This design comes from an exercise in tuning for small area, a short achievable clock period and few clock cycles per item on the open sky130 flow, not from production work.
Where RTL was checked, it was by simulation tests only, not by an equivalence proof against the original.

==> inputs of run G <==
Design assignment, start of the top module:
module assignment (
    input logic clk,
    input logic NRST,
    input logic start,
    input logic [10:0] A,
    input logic [10:0] B,
    output logic [20:0] result,
    output logic ready
);
==> flow/config.mk <==
export PLATFORM = sky130hd
export DESIGN_NAME = assignment
export DESIGN_NICKNAME = assignment
export VERILOG_FILES = /design/flow/design.v
export SDC_FILE = /design/flow/constraint.sdc
export NUM_CORES = 4
export LEC_CHECK = 0
export CAP_MARGIN = 20
export CORE_MARGIN = 2
export CORE_UTILIZATION = 65
export SLEW_MARGIN = 20
export SYNTH_HIERARCHICAL = 1
export SYNTH_MINIMUM_KEEP_SIZE = 0
==> flow/constraint.sdc <==
create_clock -name core_clock -period 12.5 [get_ports {clk}]
set_input_delay 2.5000 -clock core_clock [delete_from_list [all_inputs] [get_ports {clk}]]
set_output_delay 2.5000 -clock core_clock [all_outputs]
set_load 0.01 [all_outputs]
standard.sh (not shown) runs the stock make flow with config.mk's settings and CLKGATE_MAP_FILE= SYNTH_SCRIPT=/design/flow/synth_recipe.tcl, a recipe that flattens the netlist after the stock synthesis.
==> flow/flow/run.sh <==
#!/bin/bash
# The standard layout (the standard.sh: ORFS synthesis to final layout),
# with smaller port buffers and no clock-tree dummy loads.
set -euo pipefail
export BUFFER_PORTS_ARGS="-buffer_cell ${PORT_BUF:-sky130_fd_sc_hd__buf_1}"
export CTS_ARGS="-sink_clustering_enable -repair_clock_nets -dont_use_dummy_load -buf_list sky130_fd_sc_hd__clkbuf_8"
bash standard.sh > standard.log 2>&1
==> inputs of run Y, as changes to run G <==
--- a/flow/design.v
+++ b/flow/design.v
@@ -5,12 +5,20 @@
     output logic s,
     output logic co
 );
     assign s  = a ^ b ^ ci;
     assign co = (a & b) | (a & ci) | (b & ci);
 endmodule
+module operand_select (
+    input  logic        load,
+    input  logic [20:0] d,
+    input  logic [20:0] q,
+    output logic [20:0] y
+);
+    assign y = load ? d : q;
+endmodule
 module assignment (
     input logic clk,
     input logic NRST,
     input logic start,
     input logic [10:0] A,
     input logic [10:0] B,
@@ -291,22 +299,36 @@
     logic c156;
     logic s157;
     logic c158;
     logic s159;
     logic c160;
     assign accept = start & ~busy;
-    always_comb begin
-        if (B >= 11'd2000)      b_mod_next = 10'(B - 11'd2000);
-        else if (B >= 11'd1000) b_mod_next = 10'(B - 11'd1000);
-        else                    b_mod_next = B[9:0];
-    end
+    logic       b_ge_1000, b_ge_2000, b_q1, b_f;
+    logic [6:0] h;
+    assign h = B[9:3];
+    assign b_ge_2000 = B[10] & B[9] & B[8] & B[7] & B[6] & (B[5] | B[4]);
+    assign b_ge_1000 = B[10] | (B[9] & B[8] & B[7] & B[6] & B[5] & (B[4] | B[3]));
+    assign b_q1 = b_ge_1000 & ~b_ge_2000;
+    assign b_f = (b_ge_2000 & (h[1] | h[2])) | (b_q1 & (h[0] | h[1]) & h[2]);
+    assign b_mod_next[2:0] = B[2:0];
+    assign b_mod_next[3] = h[0] ^ b_q1;
+    assign b_mod_next[4] = h[1] ^ (b_ge_2000 | (b_q1 & ~h[0]));
+    assign b_mod_next[5] = h[2] ^ ((b_ge_2000 & ~h[1]) | (b_q1 & (h[0] | h[1])));
+    assign b_mod_next[6] = h[3] ^ b_f;
+    assign b_mod_next[7] = h[4] ^ (b_f & h[3]);
+    assign b_mod_next[8] = h[5] ^ (b_f & h[3] & h[4]);
+    assign b_mod_next[9] = h[6] ^ (b_f & h[3] & h[4] & h[5]);
+    logic [20:0] operands_next;
+    operand_select u_operand_select (
+        .load(accept),
+        .d({A, b_mod_next}),
+        .q({a_value, b_mod}),
+        .y(operands_next)
+    );
     always_ff @(posedge clk) begin
-        if (accept) begin
-            a_value <= A;
-            b_mod   <= b_mod_next;
-        end
+        {a_value, b_mod} <= operands_next;
     end
     assign pp_0_0 = ~(a_value[0] & b_mod[0]);
     assign pp_0_1 = ~(a_value[0] & b_mod[1]);
     assign pp_0_2 = ~(a_value[0] & b_mod[2]);
     assign pp_0_3 = ~(a_value[0] & b_mod[3]);
     assign pp_0_4 = ~(a_value[0] & b_mod[4]);
@@ -494,40 +516,43 @@
     fa_cell u_fa74 (.a(s93), .b(s121), .ci(c120), .s(s153), .co(c154));
     fa_cell u_fa75 (.a(c94), .b(s123), .ci(c122), .s(s155), .co(c156));
     fa_cell u_fa76 (.a(c96), .b(s125), .ci(c124), .s(s157), .co(c158));
     fa_cell u_fa77 (.a(pp_10_8), .b(pp_9_9), .ci(c126), .s(s159), .co(c160));
     assign row0 = {1'b1, pp_10_9, s159, s157, s155, s153, c150, c148, c146, s145, c142, c140, s139, s137, s135, s133, s131, s129, s127, pp_0_1, pp_0_0};
     assign row1 = {1'b1, c160, c158, c156, c154, c152, s151, s149, s147, c144, s143, s141, 1'b1, c136, 1'b1, 1'b1, 1'b1, 1'b1, 1'b1, pp_1_0, 1'b1};
-    logic [9:0] blk0;
-    assign blk0 = ~({1'b0, row0[8:0]} + {1'b0, row1[8:0]} + 10'd1);
-    logic [4:0] blk1;
-    assign blk1 = ~({1'b0, row0[12:9]} + {1'b0, row1[12:9]} + 5'd1);
+    logic [8:0] blk0;
+    assign blk0 = ~({1'b0, row0[7:0]} + {1'b0, row1[7:0]} + 9'd1);
+    logic [5:0] blk1;
+    assign blk1 = ~({1'b0, row0[12:8]} + {1'b0, row1[12:8]} + 6'd1);
     logic [4:0] blk2;
     assign blk2 = ~({1'b0, row0[16:13]} + {1'b0, row1[16:13]} + 5'd1);
     logic [4:0] blk3;
     assign blk3 = ~({1'b0, row0[20:17]} + {1'b0, row1[20:17]} + 5'd1);
     logic [20:0] sum_q;
     logic [2:0] gen_q;
     logic [2:1] prop_q;
+    logic pre_cin2, cin_q2;
+    assign pre_cin2 = (blk0[8] & (&(row0[12:8] ^ row1[12:8]))) | blk1[5];
     always_ff @(posedge clk) begin
-        sum_q[8:0] <= blk0[8:0];
-        gen_q[0] <= blk0[9];
-        sum_q[12:9] <= blk1[3:0];
-        gen_q[1] <= blk1[4];
-        prop_q[1] <= &(row0[12:9] ^ row1[12:9]);
+        cin_q2 <= pre_cin2;
+        sum_q[7:0] <= blk0[7:0];
+        gen_q[0] <= blk0[8];
+        sum_q[12:8] <= blk1[4:0];
+        gen_q[1] <= blk1[5];
+        prop_q[1] <= &(row0[12:8] ^ row1[12:8]);
         sum_q[16:13] <= blk2[3:0];
         gen_q[2] <= blk2[4];
         prop_q[2] <= &(row0[16:13] ^ row1[16:13]);
         sum_q[20:17] <= blk3[3:0];
     end
     logic [3:1] cin;
     assign cin[1] = gen_q[0];
-    assign cin[2] = (gen_q[0] & prop_q[1]) | gen_q[1];
-    assign cin[3] = (gen_q[0] & prop_q[1] & prop_q[2]) | (gen_q[1] & prop_q[2]) | gen_q[2];
-    assign result[8:0] = sum_q[8:0];
-    assign result[12:9] = sum_q[12:9] + 4'(cin[1]);
+    assign cin[2] = cin_q2;
+    assign cin[3] = (gen_q[2] | (prop_q[2] & cin_q2));
+    assign result[7:0] = sum_q[7:0];
+    assign result[12:8] = sum_q[12:8] + 5'(cin[1]);
     assign result[16:13] = sum_q[16:13] + 4'(cin[2]);
     assign result[20:17] = sum_q[20:17] + 4'(cin[3]);
     always_ff @(posedge clk or negedge NRST) begin
         if (!NRST) begin
             busy  <= 1'b0;
             ready <= 1'b0;
==> flow/flow/run.sh (replaced) <==
#!/bin/bash
# The standard layout (the standard.sh: ORFS synthesis to final layout),
# with smaller port buffers, no clock-tree dummy loads, and stronger operand
# flip-flops (flow/post_floorplan.tcl).
set -euo pipefail
here=$(cd "$(dirname "$0")" && pwd)
export BUFFER_PORTS_ARGS="-buffer_cell sky130_fd_sc_hd__buf_1"
export CTS_ARGS="-sink_clustering_enable -repair_clock_nets -dont_use_dummy_load -buf_list sky130_fd_sc_hd__clkbuf_8"
export POST_FLOORPLAN_TCL="$here/post_floorplan.tcl"
export OPERAND_FF_CELL=sky130_fd_sc_hd__dfxtp_4
bash standard.sh > standard.log 2>&1
==> flow/flow/post_floorplan.tcl (new file) <==
# After floorplan: give the operand flip-flops, which drive the partial
# products, a stronger drive (same cell type, larger size).
set block [ord::get_db_block]
foreach inst [$block getInsts] {
  set name [$inst getName]
  set master [[$inst getMaster] getName]
  if {$master eq "sky130_fd_sc_hd__dfxtp_1" &&
      ([string match "a_value*" $name] || [string match "b_mod*" $name])} {
    puts "upsize $name"
    replace_cell $name $::env(OPERAND_FF_CELL)
  }
}
==> summary of the runs <==
In run Y the via count is lower than in run G, by 6.6%. Register-to-register slack is about the same in run Y and run G. In worst setup slack, run G and run Y hardly differ. In run G the synthesized cell count is larger than in run Y, by 1.2%. Against run Y, the clock skew of run G is lower by 0.018 ns. Against run Y, the flip-flop and latch count of run G is higher by 1.
==> figures <==
item                                                                       run G           run Y
Status                                                            finished clean  finished clean
Xor/xnor share of the synthesized area                                    3.732%          3.615%
Min setup slack post-route                                              8.267 ns        8.267 ns
Detailed-routing iteration count for the pre-antenna-repair pass               6               4
Proportion of final cell area spent on non-clock buffers                  3.869%          3.896%
Core utilization of the finished layout                                   69.31%          72.00%
Global-route wire length before repair                                  14460 um        13990 um
Met2 track demand over resource in global routing                         43.58%          42.49%
Share of the synthesized area in the top cell type                        37.26%          38.11%
Filler Cells Inserted                                                        533             482
All-Layer GR Usage                                                        24.97%          24.28%
FF+latch count, synth                                                         49              48
Row count                                                                     30              29
Final weighted congestion in routability-driven placement                 0.8728          0.8251
Detailed-route wire length on metal 1                                    3266 um         3202 um
Function was not checked in any run of this note: the RTL went through the layout flow alone.

==> inputs of trial 95 <==
Another version of the RTL of assignment (not shown whole).
export LEC_CHECK = 0
export CAP_MARGIN = 20
export CORE_MARGIN = 2
export CORE_UTILIZATION = 40
export SLEW_MARGIN = 20
export SYNTH_HIERARCHICAL = 1
export SYNTH_MINIMUM_KEEP_SIZE = 0
create_clock -name core_clock -period 12.5 [get_ports {clk}]
==> flow/flow/run.sh <==
#!/bin/bash
# The standard layout (the standard.sh: ORFS synthesis to final layout),
# with smaller port buffers and no clock-tree dummy loads.
set -euo pipefail
export BUFFER_PORTS_ARGS="-buffer_cell ${PORT_BUF:-sky130_fd_sc_hd__buf_1}"
export CTS_ARGS="-sink_clustering_enable -repair_clock_nets -dont_use_dummy_load -buf_list sky130_fd_sc_hd__clkbuf_8"
bash standard.sh > standard.log 2>&1
==> inputs of trial 31, as changes to trial 95 <==
--- a/flow/design.v
+++ b/flow/design.v
@@ -5,12 +5,20 @@
     output logic s,
     output logic co
 );
     assign s  = a ^ b ^ ci;
     assign co = (a & b) | (a & ci) | (b & ci);
 endmodule
+module operand_select (
+    input  logic        load,
+    input  logic [20:0] d,
+    input  logic [20:0] q,
+    output logic [20:0] y
+);
+    assign y = load ? d : q;
+endmodule
 module assignment (
     input logic clk,
     input logic NRST,
     input logic start,
     input logic [10:0] A,
     input logic [10:0] B,
@@ -306,17 +314,21 @@
     assign b_mod_next[4] = h[1] ^ (b_ge_2000 | (b_q1 & ~h[0]));
     assign b_mod_next[5] = h[2] ^ ((b_ge_2000 & ~h[1]) | (b_q1 & (h[0] | h[1])));
     assign b_mod_next[6] = h[3] ^ b_f;
     assign b_mod_next[7] = h[4] ^ (b_f & h[3]);
     assign b_mod_next[8] = h[5] ^ (b_f & h[3] & h[4]);
     assign b_mod_next[9] = h[6] ^ (b_f & h[3] & h[4] & h[5]);
+    logic [20:0] operands_next;
+    operand_select u_operand_select (
+        .load(accept),
+        .d({A, b_mod_next}),
+        .q({a_value, b_mod}),
+        .y(operands_next)
+    );
     always_ff @(posedge clk) begin
-        if (accept) begin
-            a_value <= A;
-            b_mod   <= b_mod_next;
-        end
+        {a_value, b_mod} <= operands_next;
     end
     assign pp_0_0 = ~(a_value[0] & b_mod[0]);
     assign pp_0_1 = ~(a_value[0] & b_mod[1]);
     assign pp_0_2 = ~(a_value[0] & b_mod[2]);
     assign pp_0_3 = ~(a_value[0] & b_mod[3]);
     assign pp_0_4 = ~(a_value[0] & b_mod[4]);
@@ -506,50 +518,66 @@
     fa_cell u_fa70 (.a(c96), .b(s125), .ci(c124), .s(s157), .co(c158));
     fa_cell u_fa71 (.a(pp_10_8), .b(pp_9_9), .ci(c126), .s(s159), .co(c160));
     assign row0 = {1'b1, pp_10_9, s159, s157, s155, s153, s151, c148, c146, c144, c142, c140, c138, c136, c134, c132, c130, c128, pp_2_0, pp_0_1, pp_0_0};
     assign row1 = {1'b1, c160, c158, c156, c154, c152, c150, s149, s147, s145, s143, s141, s139, s137, s135, s133, s131, s129, s127, pp_1_0, 1'b1};
     logic [8:0] blk0;
     assign blk0 = ~({1'b0, row0[7:0]} + {1'b0, row1[7:0]} + 9'd1);
-    logic [5:0] blk1;
-    assign blk1 = ~({1'b0, row0[12:8]} + {1'b0, row1[12:8]} + 6'd1);
-    logic [4:0] blk2;
-    assign blk2 = ~({1'b0, row0[16:13]} + {1'b0, row1[16:13]} + 5'd1);
-    logic [4:0] blk3;
-    assign blk3 = ~({1'b0, row0[20:17]} + {1'b0, row1[20:17]} + 5'd1);
+    logic [6:0] blk1;
+    assign blk1 = ~({1'b0, row0[13:8]} + {1'b0, row1[13:8]} + 7'd1);
+    logic [7:0] blk2;
+    assign blk2 = ~({1'b0, row0[20:14]} + {1'b0, row1[20:14]} + 8'd1);
     logic [20:0] sum_q;
-    logic [2:0] gen_q;
+    logic [1:0] gen_q;
+    logic [1:1] prop_q;
     always_ff @(posedge clk) begin
         sum_q[7:0] <= blk0[7:0];
         gen_q[0] <= blk0[8];
-        sum_q[12:8] <= blk1[4:0];
-        gen_q[1] <= blk1[5];
-        sum_q[16:13] <= blk2[3:0];
-        gen_q[2] <= blk2[4];
-        sum_q[20:17] <= blk3[3:0];
+        sum_q[13:8] <= blk1[5:0];
+        gen_q[1] <= blk1[6];
+        prop_q[1] <= &(row0[13:8] ^ row1[13:8]);
+        sum_q[20:14] <= blk2[6:0];
     end
-    logic [2:1] prop_q;
-    assign prop_q[1] = &sum_q[12:8];
-    assign prop_q[2] = &sum_q[16:13];
-    logic [3:1] cin;
+    logic [2:1] cin;
     assign cin[1] = gen_q[0];
     assign cin[2] = (gen_q[0] & prop_q[1]) | gen_q[1];
-    assign cin[3] = (gen_q[0] & prop_q[1] & prop_q[2]) | (gen_q[1] & prop_q[2]) | gen_q[2];
     assign result[7:0] = sum_q[7:0];
     assign result[8] = sum_q[8] ^ cin[1];
-    assign result[9] = sum_q[9] ^ (cin[1] & (&sum_q[8:8]));
-    assign result[10] = sum_q[10] ^ (cin[1] & (&sum_q[9:8]));
-    assign result[11] = sum_q[11] ^ (cin[1] & (&sum_q[10:8]));
-    assign result[12] = sum_q[12] ^ (cin[1] & (&sum_q[11:8]));
-    assign result[13] = sum_q[13] ^ cin[2];
-    assign result[14] = sum_q[14] ^ (cin[2] & (&sum_q[13:13]));
-    assign result[15] = sum_q[15] ^ (cin[2] & (&sum_q[14:13]));
-    assign result[16] = sum_q[16] ^ (cin[2] & (&sum_q[15:13]));
-    assign result[17] = sum_q[17] ^ cin[3];
-    assign result[18] = sum_q[18] ^ (cin[3] & (&sum_q[17:17]));
-    assign result[19] = sum_q[19] ^ (cin[3] & (&sum_q[18:17]));
-    assign result[20] = sum_q[20] ^ (cin[3] & (&sum_q[19:17]));
+    logic ones9;
+    assign ones9 = &sum_q[8:8];
+    assign result[9] = sum_q[9] ^ (ones9 & cin[1]);
+    logic ones10;
+    assign ones10 = &sum_q[9:8];
+    assign result[10] = sum_q[10] ^ (ones10 & cin[1]);
+    logic ones11;
+    assign ones11 = &sum_q[10:8];
+    assign result[11] = sum_q[11] ^ (ones11 & cin[1]);
+    logic ones12;
+    assign ones12 = &sum_q[11:8];
+    assign result[12] = sum_q[12] ^ (ones12 & cin[1]);
+    logic ones13;
+    assign ones13 = &sum_q[12:8];
+    assign result[13] = sum_q[13] ^ (ones13 & cin[1]);
+    assign result[14] = sum_q[14] ^ cin[2];
+    logic ones15;
+    assign ones15 = &sum_q[14:14];
+    assign result[15] = sum_q[15] ^ (ones15 & cin[2]);
+    logic ones16;
+    assign ones16 = &sum_q[15:14];
+    assign result[16] = sum_q[16] ^ (ones16 & cin[2]);
+    logic ones17;
+    assign ones17 = &sum_q[16:14];
+    assign result[17] = sum_q[17] ^ (ones17 & cin[2]);
+    logic ones18;
+    assign ones18 = &sum_q[17:14];
+    assign result[18] = sum_q[18] ^ (ones18 & cin[2]);
+    logic ones19;
+    assign ones19 = &sum_q[18:14];
+    assign result[19] = sum_q[19] ^ (ones19 & cin[2]);
+    logic ones20;
+    assign ones20 = &sum_q[19:14];
+    assign result[20] = sum_q[20] ^ (ones20 & cin[2]);
     always_ff @(posedge clk or negedge NRST) begin
         if (!NRST) begin
             busy  <= 1'b0;
             ready <= 1'b0;
         end else begin
             busy  <= accept;
==> flow/flow/run.sh (replaced) <==
#!/bin/bash
# The standard layout (the standard.sh: ORFS synthesis to final layout),
# with smaller port buffers, no clock-tree dummy loads, and stronger operand
# flip-flops (flow/post_floorplan.tcl).
set -euo pipefail
here=$(cd "$(dirname "$0")" && pwd)
export BUFFER_PORTS_ARGS="-buffer_cell sky130_fd_sc_hd__buf_1"
export CTS_ARGS="-sink_clustering_enable -repair_clock_nets -dont_use_dummy_load -buf_list sky130_fd_sc_hd__clkbuf_8"
export POST_FLOORPLAN_TCL="$here/post_floorplan.tcl"
export OPERAND_FF_CELL=sky130_fd_sc_hd__dfxtp_4
bash standard.sh > standard.log 2>&1
==> flow/flow/post_floorplan.tcl (new file) <==
# After floorplan: give the operand flip-flops, which drive the partial
# products, a stronger drive (same cell type, larger size).
set block [ord::get_db_block]
foreach inst [$block getInsts] {
  set name [$inst getName]
  set master [[$inst getMaster] getName]
  if {$master eq "sky130_fd_sc_hd__dfxtp_1" &&
      ([string match "a_value*" $name] || [string match "b_mod*" $name])} {
    puts "upsize $name"
    replace_cell $name $::env(OPERAND_FF_CELL)
  }
}
==> inputs of build 65, as changes to trial 95 <==
--- a/flow/design.v
+++ b/flow/design.v
@@ -514,42 +514,32 @@
     logic [4:0] blk2;
     assign blk2 = ~({1'b0, row0[16:13]} + {1'b0, row1[16:13]} + 5'd1);
     logic [4:0] blk3;
     assign blk3 = ~({1'b0, row0[20:17]} + {1'b0, row1[20:17]} + 5'd1);
     logic [20:0] sum_q;
     logic [2:0] gen_q;
+    logic [2:1] prop_q;
     always_ff @(posedge clk) begin
         sum_q[7:0] <= blk0[7:0];
         gen_q[0] <= blk0[8];
         sum_q[12:8] <= blk1[4:0];
         gen_q[1] <= blk1[5];
+        prop_q[1] <= &(row0[12:8] ^ row1[12:8]);
         sum_q[16:13] <= blk2[3:0];
         gen_q[2] <= blk2[4];
+        prop_q[2] <= &(row0[16:13] ^ row1[16:13]);
         sum_q[20:17] <= blk3[3:0];
     end
-    logic [2:1] prop_q;
-    assign prop_q[1] = &sum_q[12:8];
-    assign prop_q[2] = &sum_q[16:13];
     logic [3:1] cin;
     assign cin[1] = gen_q[0];
     assign cin[2] = (gen_q[0] & prop_q[1]) | gen_q[1];
     assign cin[3] = (gen_q[0] & prop_q[1] & prop_q[2]) | (gen_q[1] & prop_q[2]) | gen_q[2];
     assign result[7:0] = sum_q[7:0];
-    assign result[8] = sum_q[8] ^ cin[1];
-    assign result[9] = sum_q[9] ^ (cin[1] & (&sum_q[8:8]));
-    assign result[10] = sum_q[10] ^ (cin[1] & (&sum_q[9:8]));
-    assign result[11] = sum_q[11] ^ (cin[1] & (&sum_q[10:8]));
-    assign result[12] = sum_q[12] ^ (cin[1] & (&sum_q[11:8]));
-    assign result[13] = sum_q[13] ^ cin[2];
-    assign result[14] = sum_q[14] ^ (cin[2] & (&sum_q[13:13]));
-    assign result[15] = sum_q[15] ^ (cin[2] & (&sum_q[14:13]));
-    assign result[16] = sum_q[16] ^ (cin[2] & (&sum_q[15:13]));
-    assign result[17] = sum_q[17] ^ cin[3];
-    assign result[18] = sum_q[18] ^ (cin[3] & (&sum_q[17:17]));
-    assign result[19] = sum_q[19] ^ (cin[3] & (&sum_q[18:17]));
-    assign result[20] = sum_q[20] ^ (cin[3] & (&sum_q[19:17]));
+    assign result[12:8] = sum_q[12:8] + 5'(cin[1]);
+    assign result[16:13] = sum_q[16:13] + 4'(cin[2]);
+    assign result[20:17] = sum_q[20:17] + 4'(cin[3]);
     always_ff @(posedge clk or negedge NRST) begin
         if (!NRST) begin
             busy  <= 1'b0;
             ready <= 1'b0;
         end else begin
             busy  <= accept;
==> flow/config.mk (replaced) <==
export PLATFORM = sky130hd
export DESIGN_NAME = assignment
export DESIGN_NICKNAME = assignment
export VERILOG_FILES = /design/flow/design.v
export SDC_FILE = /design/flow/constraint.sdc
export NUM_CORES = 4
export LEC_CHECK = 0
export CAP_MARGIN = 20
export CORE_MARGIN = 2
export CORE_UTILIZATION = 65
export SLEW_MARGIN = 20
export SYNTH_HIERARCHICAL = 1
export SYNTH_MINIMUM_KEEP_SIZE = 0
==> inputs of build 38, as changes to trial 95 <==
--- a/flow/design.v
+++ b/flow/design.v
@@ -5,12 +5,20 @@
     output logic s,
     output logic co
 );
     assign s  = a ^ b ^ ci;
     assign co = (a & b) | (a & ci) | (b & ci);
 endmodule
+module operand_select (
+    input  logic        load,
+    input  logic [20:0] d,
+    input  logic [20:0] q,
+    output logic [20:0] y
+);
+    assign y = load ? d : q;
+endmodule
 module assignment (
     input logic clk,
     input logic NRST,
     input logic start,
     input logic [10:0] A,
     input logic [10:0] B,
@@ -306,17 +314,21 @@
     assign b_mod_next[4] = h[1] ^ (b_ge_2000 | (b_q1 & ~h[0]));
     assign b_mod_next[5] = h[2] ^ ((b_ge_2000 & ~h[1]) | (b_q1 & (h[0] | h[1])));
     assign b_mod_next[6] = h[3] ^ b_f;
     assign b_mod_next[7] = h[4] ^ (b_f & h[3]);
     assign b_mod_next[8] = h[5] ^ (b_f & h[3] & h[4]);
     assign b_mod_next[9] = h[6] ^ (b_f & h[3] & h[4] & h[5]);
+    logic [20:0] operands_next;
+    operand_select u_operand_select (
+        .load(accept),
+        .d({A, b_mod_next}),
+        .q({a_value, b_mod}),
+        .y(operands_next)
+    );
     always_ff @(posedge clk) begin
-        if (accept) begin
-            a_value <= A;
-            b_mod   <= b_mod_next;
-        end
+        {a_value, b_mod} <= operands_next;
     end
     assign pp_0_0 = ~(a_value[0] & b_mod[0]);
     assign pp_0_1 = ~(a_value[0] & b_mod[1]);
     assign pp_0_2 = ~(a_value[0] & b_mod[2]);
     assign pp_0_3 = ~(a_value[0] & b_mod[3]);
     assign pp_0_4 = ~(a_value[0] & b_mod[4]);
@@ -514,42 +526,62 @@
     logic [4:0] blk2;
     assign blk2 = ~({1'b0, row0[16:13]} + {1'b0, row1[16:13]} + 5'd1);
     logic [4:0] blk3;
     assign blk3 = ~({1'b0, row0[20:17]} + {1'b0, row1[20:17]} + 5'd1);
     logic [20:0] sum_q;
     logic [2:0] gen_q;
+    logic [2:1] prop_q;
     always_ff @(posedge clk) begin
         sum_q[7:0] <= blk0[7:0];
         gen_q[0] <= blk0[8];
         sum_q[12:8] <= blk1[4:0];
         gen_q[1] <= blk1[5];
+        prop_q[1] <= &(row0[12:8] ^ row1[12:8]);
         sum_q[16:13] <= blk2[3:0];
         gen_q[2] <= blk2[4];
+        prop_q[2] <= &(row0[16:13] ^ row1[16:13]);
         sum_q[20:17] <= blk3[3:0];
     end
-    logic [2:1] prop_q;
-    assign prop_q[1] = &sum_q[12:8];
-    assign prop_q[2] = &sum_q[16:13];
     logic [3:1] cin;
     assign cin[1] = gen_q[0];
     assign cin[2] = (gen_q[0] & prop_q[1]) | gen_q[1];
     assign cin[3] = (gen_q[0] & prop_q[1] & prop_q[2]) | (gen_q[1] & prop_q[2]) | gen_q[2];
     assign result[7:0] = sum_q[7:0];
     assign result[8] = sum_q[8] ^ cin[1];
-    assign result[9] = sum_q[9] ^ (cin[1] & (&sum_q[8:8]));
-    assign result[10] = sum_q[10] ^ (cin[1] & (&sum_q[9:8]));
-    assign result[11] = sum_q[11] ^ (cin[1] & (&sum_q[10:8]));
-    assign result[12] = sum_q[12] ^ (cin[1] & (&sum_q[11:8]));
+    logic ones9;
+    assign ones9 = &sum_q[8:8];
+    assign result[9] = sum_q[9] ^ (ones9 & cin[1]);
+    logic ones10;
+    assign ones10 = &sum_q[9:8];
+    assign result[10] = sum_q[10] ^ (ones10 & cin[1]);
+    logic ones11;
+    assign ones11 = &sum_q[10:8];
+    assign result[11] = sum_q[11] ^ (ones11 & cin[1]);
+    logic ones12;
+    assign ones12 = &sum_q[11:8];
+    assign result[12] = sum_q[12] ^ (ones12 & cin[1]);
     assign result[13] = sum_q[13] ^ cin[2];
-    assign result[14] = sum_q[14] ^ (cin[2] & (&sum_q[13:13]));
-    assign result[15] = sum_q[15] ^ (cin[2] & (&sum_q[14:13]));
-    assign result[16] = sum_q[16] ^ (cin[2] & (&sum_q[15:13]));
+    logic ones14;
+    assign ones14 = &sum_q[13:13];
+    assign result[14] = sum_q[14] ^ (ones14 & cin[2]);
+    logic ones15;
+    assign ones15 = &sum_q[14:13];
+    assign result[15] = sum_q[15] ^ (ones15 & cin[2]);
+    logic ones16;
+    assign ones16 = &sum_q[15:13];
+    assign result[16] = sum_q[16] ^ (ones16 & cin[2]);
     assign result[17] = sum_q[17] ^ cin[3];
-    assign result[18] = sum_q[18] ^ (cin[3] & (&sum_q[17:17]));
-    assign result[19] = sum_q[19] ^ (cin[3] & (&sum_q[18:17]));
-    assign result[20] = sum_q[20] ^ (cin[3] & (&sum_q[19:17]));
+    logic ones18;
+    assign ones18 = &sum_q[17:17];
+    assign result[18] = sum_q[18] ^ (ones18 & cin[3]);
+    logic ones19;
+    assign ones19 = &sum_q[18:17];
+    assign result[19] = sum_q[19] ^ (ones19 & cin[3]);
+    logic ones20;
+    assign ones20 = &sum_q[19:17];
+    assign result[20] = sum_q[20] ^ (ones20 & cin[3]);
     always_ff @(posedge clk or negedge NRST) begin
         if (!NRST) begin
             busy  <= 1'b0;
             ready <= 1'b0;
         end else begin
             busy  <= accept;
==> flow/flow/run.sh (replaced) <==
#!/bin/bash
# The standard layout (the standard.sh: ORFS synthesis to final layout),
# with smaller port buffers, no clock-tree dummy loads, and stronger operand
# flip-flops (flow/post_floorplan.tcl).
set -euo pipefail
here=$(cd "$(dirname "$0")" && pwd)
export BUFFER_PORTS_ARGS="-buffer_cell sky130_fd_sc_hd__buf_1"
export CTS_ARGS="-sink_clustering_enable -repair_clock_nets -dont_use_dummy_load -buf_list sky130_fd_sc_hd__clkbuf_8"
export POST_FLOORPLAN_TCL="$here/post_floorplan.tcl"
export OPERAND_FF_CELL=sky130_fd_sc_hd__dfxtp_4
bash standard.sh > standard.log 2>&1
==> flow/flow/post_floorplan.tcl (new file) <==
# After floorplan: give the operand flip-flops, which drive the partial
# products, a stronger drive (same cell type, larger size).
set block [ord::get_db_block]
foreach inst [$block getInsts] {
  set name [$inst getName]
  set master [[$inst getMaster] getName]
  if {$master eq "sky130_fd_sc_hd__dfxtp_1" &&
      ([string match "a_value*" $name] || [string match "b_mod*" $name])} {
    puts "upsize $name"
    replace_cell $name $::env(OPERAND_FF_CELL)
  }
}
==> flow/config.mk (replaced) <==
export PLATFORM = sky130hd
export DESIGN_NAME = assignment
export DESIGN_NICKNAME = assignment
export VERILOG_FILES = /design/flow/design.v
export SDC_FILE = /design/flow/constraint.sdc
export NUM_CORES = 4
export LEC_CHECK = 0
export ABC_CLOCK_PERIOD_IN_PS = 800
export CAP_MARGIN = 20
export CORE_MARGIN = 2
export CORE_UTILIZATION = 40
export SLEW_MARGIN = 20
export SYNTH_HIERARCHICAL = 1
export SYNTH_MINIMUM_KEEP_SIZE = 0
==> results by group <==
Outcome
  • Status: finished clean

Final layout
  • Final net count: 576
  • Final instance area: 4670 um2
  • Seq/total area: 0.257

Worst setup path
  • Reg2Reg Setup Slack: about 8500 ps
[end of results for build 65]
==> results by group <==
Outcome
  • Status: finished clean

Final layout
  • Final instance area: about 5000 um2
  • Seq/total area: 0.216
  • Final net count: 600

Worst setup path
  • Reg2Reg Setup Slack: 8670 ps
[end of results for build 38]
==> results by group <==
Final layout
  • Seq/total area: 0.207
  • Final instance area: around 5000 um2
  • Final net count: 612

Outcome
  • Status: finished clean

Worst setup path
  • Reg2Reg Setup Slack: 8510 ps
[end of results for trial 31]
==> results by group <==
Outcome
  • Status: finished clean

Final layout
  • Seq/total area: 0.245
  • Final instance area: 4740 um2
  • Area of the multi-input gates: ~3100 um2

Yosys
  • Synth Register Bits: 47
[end of results for trial 95]
Testbench counts of build 65, summed over its fixed seeds: cycles 3,200, items 1,600.
The RTL of trial 95, trial 31 and build 38 was laid out without a check of its function.

[afterwards: timing with drivers on the ports]
In the flow no input, the clock included, has a driving cell. The finished layouts below were timed again as built, in two steps. Step 1 sets driving cells, clkbuf_16 on the clock port and buf_2 on the other inputs (assumed; they add their load-dependent delay and slew). Step 2 also shifts input and output timing later by t, the mid clock arrival at the registers, as if the neighbouring blocks saw the same clock. Three values: ideal, step 1, step 2; two values: the first two.
run | t (ns) | slack for setup (ns) | clock arrival spread, ns | slew at the worst register clock pin (ns)
run G | 0.329 | 8.267 / 8.259 / 8.020 | 0.006 / 0.006 | 0.08 / 0.08
run Y | 0.320 | 8.267 / 8.267 / 8.267 | 0.025 / 0.024 | 0.09 / 0.09
trial 95 | 0.318 | 8.197 / 8.167 / 8.479 | 0.017 / 0.018 | 0.09 / 0.09
trial 31 | 0.340 | 8.239 / 8.201 / 8.355 | 0.027 / 0.027 | 0.10 / 0.10
build 65 | 0.330 | 8.330 / 8.298 / 8.457 | 0.032 / 0.032 | 0.10 / 0.10
build 38 | 0.327 | 8.348 / 8.315 / 8.365 | 0.028 / 0.028 | 0.10 / 0.10
After both steps setup and hold are still met in every run listed. For run G, which loses most, drivers alone change the setup slack by -0.008 ns; drivers and shift together by -0.247 ns.
